This is an optimization exercise on Yosys and OpenROAD, whose aim is small area, not a production implementation. Function was checked by simulation only, so behaviour that the tests miss may differ from the original.

==> inputs of run a <==
Design Cordic, start of the top module:
module Cordic(input clk, input signed [15:0] Xin, input signed [15:0] Yin, output signed [15:0] norm, output signed [15:0] inclination);
==> flow/config.mk <==
export PLATFORM = sky130hd
export DESIGN_NAME = Cordic
export DESIGN_NICKNAME = Cordic
export VERILOG_FILES = /design/flow/design.v
export SDC_FILE = /design/flow/constraint.sdc
export NUM_CORES = 4
export LEC_CHECK = 0
export CAP_MARGIN = 20
export CORE_MARGIN = 2
export CORE_UTILIZATION = 40
export CTS_BUF_LIST = sky130_fd_sc_hd__clkbuf_16
export CTS_CLUSTER_DIAMETER = 100
export CTS_CLUSTER_SIZE = 32
export SLEW_MARGIN = 20
==> flow/constraint.sdc <==
create_clock -name core_clock -period 7.0 [get_ports {clk}]
set_input_delay 1.4000 -clock core_clock [delete_from_list [all_inputs] [get_ports {clk}]]
set_output_delay 1.4000 -clock core_clock [all_outputs]
set_load 0.01 [all_outputs]
standard.sh (not shown) runs the stock make flow with config.mk's settings and CLKGATE_MAP_FILE= SYNTH_SCRIPT=/design/flow/synth_recipe.tcl, a recipe that flattens the netlist after the stock synthesis.
==> flow/flow/run.sh <==
#!/bin/bash
# Layout flow: the standard ORFS flow (same config.mk, same synth_recipe.tcl,
# same registers), except that
#  - flow/premap.py first maps the RTL's explicit full/half adders (wires fs/fc,
#    hs/hc) onto sky130 fa_1/ha_1 cells, so Yosys's adder extraction and its
#    generic "abc -fast" pass are not needed (ADDER_MAP_FILE empty,
#    SYNTH_ARGS=-noabc); ABC still maps all the other logic;
#  - the port buffers that ORFS puts on every input and output are buf_1.
# Each tool's output goes to a log file in this folder (and ORFS's own logs
# under orfs/logs).
set -euo pipefail
W=$(pwd)
python3 flow/premap.py design.v premapped.v > premap.log 2>&1
export SYNTH_ARGS=-noabc
export BUFFER_PORTS_ARGS="-buffer_cell sky130_fd_sc_hd__buf_1"
make -C "$FLOW_HOME" DESIGN_CONFIG="$W/config.mk" WORK_HOME="$W/orfs" CLKGATE_MAP_FILE= \
  SYNTH_SCRIPT="$W/synth_recipe.tcl" VERILOG_FILES="$W/premapped.v" ADDER_MAP_FILE= \
  finish > make.log 2>&1
R="$W/orfs/results/$FLOW_PLATFORM/Cordic/base"
: # left out here: write the final layout as DEF
Other scripts of this flow, unchanged in this note and not shown: flow/flow/premap.py
==> run b (differences from run a) <==
==> flow/flow/run.sh (replaced) <==
#!/bin/bash
# Layout flow: the standard ORFS flow (same config.mk, same synth_recipe.tcl,
# same registers), except that
#  - flow/premap.py first maps the RTL's explicit full/half adders (wires fs/fc,
#    hs/hc) onto sky130 fa_1/ha_1 cells, and
#  - Yosys's generic "abc -fast" pass before adder extraction is skipped
#    (SYNTH_ARGS=-noabc).
# Each tool's output goes to a log file in this folder (and ORFS's own logs
# under orfs/logs).
set -euo pipefail
W=$(pwd)
python3 flow/premap.py design.v premapped.v > premap.log 2>&1
export SYNTH_ARGS=-noabc
make -C "$FLOW_HOME" DESIGN_CONFIG="$W/config.mk" WORK_HOME="$W/orfs" CLKGATE_MAP_FILE= \
  SYNTH_SCRIPT="$W/synth_recipe.tcl" VERILOG_FILES="$W/premapped.v" finish > make.log 2>&1
R="$W/orfs/results/$FLOW_PLATFORM/Cordic/base"
: # left out here: write the final layout as DEF
ABC_AREA = 1   (was not set)
CTS_CLUSTER_SIZE = 25   (was 32)
==> run c (differences from run a) <==
==> flow/flow/run.sh (replaced) <==
#!/bin/bash
# Layout flow: the standard ORFS flow (same config.mk, same synth_recipe.tcl,
# same registers), except that
#  - flow/premap.py first maps the RTL's explicit full/half adders (wires fs/fc,
#    hs/hc) onto sky130 fa_1/ha_1 cells, and
#  - Yosys's generic "abc -fast" pass before adder extraction is skipped
#    (SYNTH_ARGS=-noabc).
# Each tool's output goes to a log file in this folder (and ORFS's own logs
# under orfs/logs).
set -euo pipefail
W=$(pwd)
python3 flow/premap.py design.v premapped.v > premap.log 2>&1
export SYNTH_ARGS=-noabc
export BUFFER_PORTS_ARGS="-buffer_cell sky130_fd_sc_hd__buf_1"
make -C "$FLOW_HOME" DESIGN_CONFIG="$W/config.mk" WORK_HOME="$W/orfs" CLKGATE_MAP_FILE= \
  SYNTH_SCRIPT="$W/synth_recipe.tcl" VERILOG_FILES="$W/premapped.v" finish > make.log 2>&1
R="$W/orfs/results/$FLOW_PLATFORM/Cordic/base"
: # left out here: write the final layout as DEF
ABC_AREA = 1   (was not set)
CTS_CLUSTER_SIZE = 25   (was 32)
==> qor summary <==
| quantity | run b | run c | run a |
|---|---|---|---|
| Final-layout worst hold slack | 328 ps | 330 ps | 336 ps |
| TritonCTS Buffers | 17 | 17 | 15 |
| Status | timing/DRC/antenna clean | timing/DRC/antenna clean | timing/DRC/antenna clean |
| Cell Area, Synth | 16000 µm² | 16000 µm² | 15400 µm² |
| All-layer global routing usage | 0.113 | 0.118 | 0.116 |
| Worst skew pair latency | 500 ps | 510 ps | 500 ps |
| Worst EP arrival | 5240 ps | 4900 ps | 5080 ps |
| Maximum number of pins on one net before global-route repair | 26 | 26 | 33 |
| Clock buf/inv share | 0.0261 | 0.0267 | 0.0269 |
| Effective utilization at floorplan | 0.404 | 0.404 | 0.408 |
| Wire per inst | 12.5 µm | 12.7 µm | 12.9 µm |
| Instance area at placement | 17100 µm² | 16700 µm² | 16200 µm² |
| Max-Slew Margin vs Limit | 0.494 | 0.502 | 0.451 |
| Proportion of cell area occupied by multi-input gates | 0.485 | 0.497 | 0.497 |
| Final GP Congestion | 0.778 | 0.793 | 0.791 |

==> harbor: inputs <==
Another version of the RTL of Cordic (not shown whole).
Settings: LEC_CHECK=0, CAP_MARGIN=0, CORE_MARGIN=2, CORE_UTILIZATION=40, CTS_BUF_LIST=sky130_fd_sc_hd__clkbuf_8, CTS_CLUSTER_DIAMETER=100, CTS_CLUSTER_SIZE=16, SLEW_MARGIN=0; clock period 7.0 ns.
==> flow/flow/run.sh <==
#!/bin/bash
# Layout flow: the standard ORFS flow (same config.mk, same synth_recipe.tcl,
# same registers), except that
#  - flow/premap.py first maps the RTL's explicit full/half adders (wires fs/fc,
#    hs/hc) onto sky130 fa_1/ha_1 cells, so Yosys's adder extraction and its
#    generic "abc -fast" pass are not needed (ADDER_MAP_FILE empty,
#    SYNTH_ARGS=-noabc); ABC still maps all the other logic;
#  - the port buffers that ORFS puts on every input and output are buf_1.
# Each tool's output goes to a log file in this folder (and ORFS's own logs
# under orfs/logs).
set -euo pipefail
W=$(pwd)
python3 flow/premap.py design.v premapped.v > premap.log 2>&1
export SYNTH_ARGS=-noabc
export BUFFER_PORTS_ARGS="-buffer_cell sky130_fd_sc_hd__buf_1"
make -C "$FLOW_HOME" DESIGN_CONFIG="$W/config.mk" WORK_HOME="$W/orfs" CLKGATE_MAP_FILE= \
  SYNTH_SCRIPT="$W/synth_recipe.tcl" VERILOG_FILES="$W/premapped.v" ADDER_MAP_FILE= \
  finish > make.log 2>&1
R="$W/orfs/results/$FLOW_PLATFORM/Cordic/base"
: # left out here: write the final layout as DEF
Other scripts of this flow, unchanged in this note and not shown: flow/flow/premap.py
==> inputs of garnet, as changes to harbor <==
CAP_MARGIN = 20   (was 0)
CTS_BUF_LIST = sky130_fd_sc_hd__clkbuf_16   (was sky130_fd_sc_hd__clkbuf_8)
CTS_CLUSTER_DIAMETER = 60   (was 100)
CTS_CLUSTER_SIZE = 30   (was 16)
SLEW_MARGIN = 20   (was 0)
==> notes.md <==
- Against garnet, the global-route usage of harbor is lower by 0.088 points.
- In critical path depth, garnet and harbor do not differ.
- Die area is the same in garnet and harbor.
- In synthesized area, garnet and harbor do not differ.
- First-iteration DRC count: harbor is higher than garnet (36%).
- In harbor the sequential share of layout area is higher than in garnet, by 1.4 points.
- In harbor the via count is smaller than in garnet, by 0.44%.
- harbor finished clean. garnet finished clean.

==> pepper <==
Another version of the RTL of Cordic (not shown whole).
==> flow/config.mk <==
export PLATFORM = sky130hd
export DESIGN_NAME = Cordic
export DESIGN_NICKNAME = Cordic
export VERILOG_FILES = /design/flow/design.v
export SDC_FILE = /design/flow/constraint.sdc
export NUM_CORES = 4
export LEC_CHECK = 0
export CAP_MARGIN = 20
export CORE_MARGIN = 2
export CORE_UTILIZATION = 60
export CTS_BUF_LIST = sky130_fd_sc_hd__clkbuf_8
export CTS_CLUSTER_DIAMETER = 100
export CTS_CLUSTER_SIZE = 16
export PLACE_DENSITY = 0.75
export SLEW_MARGIN = 20
==> flow/constraint.sdc <==
create_clock -name core_clock -period 7.0 [get_ports {clk}]
set_input_delay 1.4000 -clock core_clock [delete_from_list [all_inputs] [get_ports {clk}]]
set_output_delay 1.4000 -clock core_clock [all_outputs]
set_load 0.01 [all_outputs]
==> flow/flow/premap.py <==
#!/usr/bin/env python3
"""Replace the full/half adders of the generated RTL (wires fs<n>/fc<n> and
hs<n>/hc<n> with the same operands) by sky130 fa_1/ha_1 cell instances, so that
synthesis keeps them as written.  Everything else, including every register, is
left as it is.  Usage: premap.py design.v out.v"""
import re, sys
src = open(sys.argv[1]).read()
pat = re.compile(r'^\s*wire\s+(f[sc]|h[sc])(\d+)\s*=\s*(.*?);\s*$', re.M)
fa_s, fa_c, ha_s, ha_c = {}, {}, {}, {}
for m in pat.finditer(src):
    kind, num, e = m.group(1), m.group(2), m.group(3)
    name = kind + num
    if kind == 'fs':
        ops = [x.strip() for x in e.split('^')]
        assert len(ops) == 3, e
        fa_s[tuple(sorted(ops))] = (name, ops)
    elif kind == 'fc':
        mm = re.match(r'\((\S+) & (\S+)\) \| \((\S+) & \((\S+) \^ (\S+)\)\)$', e)
        assert mm, e
        ops = [mm.group(1), mm.group(2), mm.group(3)]
        fa_c[tuple(sorted(ops))] = (name, ops)
    elif kind == 'hs':
        ops = [x.strip() for x in e.split('^')]
        ha_s[tuple(sorted(ops))] = (name, ops)
    else:
        ops = [x.strip() for x in e.split('&')]
        ha_c[tuple(sorted(ops))] = (name, ops)
mapped = set(); cells = []
k = 0
for key, (sn, ops) in fa_s.items():
    if key in fa_c:
        cn = fa_c[key][0]
        mapped |= {sn, cn}
        cells.append('  sky130_fd_sc_hd__fa_1 pfa%d (.A(%s), .B(%s), .CIN(%s), .SUM(%s), .COUT(%s));' % (k, ops[0], ops[1], ops[2], sn, cn))
        k += 1
for key, (sn, ops) in ha_s.items():
    if key in ha_c:
        cn = ha_c[key][0]
        mapped |= {sn, cn}
        cells.append('  sky130_fd_sc_hd__ha_1 pha%d (.A(%s), .B(%s), .SUM(%s), .COUT(%s));' % (k, ops[0], ops[1], sn, cn))
        k += 1
def repl(m):
    name = m.group(1) + m.group(2)
    if name in mapped: return '  wire %s;' % name
    return m.group(0)
out = pat.sub(repl, src)
out = out.replace('endmodule', '\n'.join(cells) + '\nendmodule', 1)
open(sys.argv[2], 'w').write(out)
print('premap: %d cells, %d wires' % (k, len(mapped)))
Scripts as last shown in full above: flow/flow/run.sh
==> yarrow: changes against pepper <==
CORE_UTILIZATION = 40   (was 60)
CTS_CLUSTER_DIAMETER = 60   (was 100)
CTS_CLUSTER_SIZE = 20   (was 16)
PLACE_DENSITY = unset   (was 0.75)
==> raven: changes against pepper <==
CORE_UTILIZATION = 40   (was 60)
PLACE_DENSITY = unset   (was 0.75)
==> qor summary <==
Fraction of standard cell area that is sequential: raven 0.3829; yarrow 0.3784; pepper 0.3880
Global routing usage on met3: raven 0.01712; yarrow 0.01695; pepper 0.02387
Number of placement rows: raven 71; yarrow 71; pepper 58
Die Y-Extent: raven 198.8 um; yarrow 198.8 um; pepper 163.0 um
Result of the run: raven timing/DRC/antenna clean; yarrow timing/DRC/antenna clean; pepper timing/DRC/antenna clean
Worst-Margin Slew: raven 0.6935 ns; yarrow 0.6946 ns; pepper 0.7118 ns
Critical path depth: raven 18; yarrow 18; pepper 16
Core ar.: raven 0.03749 mm2; yarrow 0.03749 mm2; pepper 0.02504 mm2
Clock buffer count from CTS: raven 23; yarrow 25; pepper 23
Met2 routed wirelength: raven 11.62 mm; yarrow 11.72 mm; pepper 11.48 mm
Width of the die: raven 198.8 um; yarrow 198.8 um; pepper 163.0 um
Hold endpoint: raven r5_16; yarrow r5_187; pepper r7_885
Sum of routed wire length over all layers: raven 20.74 mm; yarrow 20.83 mm; pepper 20.14 mm
Final hold slack: raven 0.3270 ns; yarrow 0.3107 ns; pepper 0.3225 ns

==> re-timing with driven ports <==
The flow's constraints put no driver on any port. The routed layouts listed below were extracted and timed again, unchanged, in two steps. Step 1 sets driving cells, clkbuf_16 on the clock port and buf_2 on the other inputs (assumed; they add their load-dependent delay and slew). Step 2 moves the port delays by t, midway between the first and last clock arrival at a register: inputs arrive t later, outputs are due t later. That takes back most of the time a late clock gives input paths. a / b / c = ideal / step 1 / step 2; a / b = the first two.
run | t (ns) | setup WS [ns] | worst setup path after step 2 | clock arrival spread, ns | worst slew at a driven data input, ns
run a | 0.540 | 0.519 / 0.468 / 0.591 | register to register | 0.027 / 0.027 | 0.04
run b | 0.550 | 0.356 / 0.303 / 0.674 | register to register | 0.012 / 0.011 | 0.03
run c | 0.548 | 0.704 / 0.652 / 0.710 | register to register | 0.025 / 0.025 | 0.03
harbor | 0.585 | 0.236 / 0.236 / -0.059 | input to register | 0.031 / 0.031 | 0.04
garnet | 0.573 | 0.224 / 0.224 / -0.069 | input to register | 0.021 / 0.021 | 0.04
pepper | 0.590 | 0.300 / 0.256 / -0.110 | input to register | 0.017 / 0.016 | 0.03
yarrow | 0.610 | 0.358 / 0.309 / -0.145 | input to register | 0.023 / 0.024 | 0.03
raven | 0.591 | 0.339 / 0.291 / -0.125 | input to register | 0.022 / 0.021 | 0.03
Met with ideal ports but missed after step 2: setup timing in 5 of these runs. The setup slack of yarrow, which loses most, moves by -0.049 ns with the drivers and by -0.503 ns with both steps.
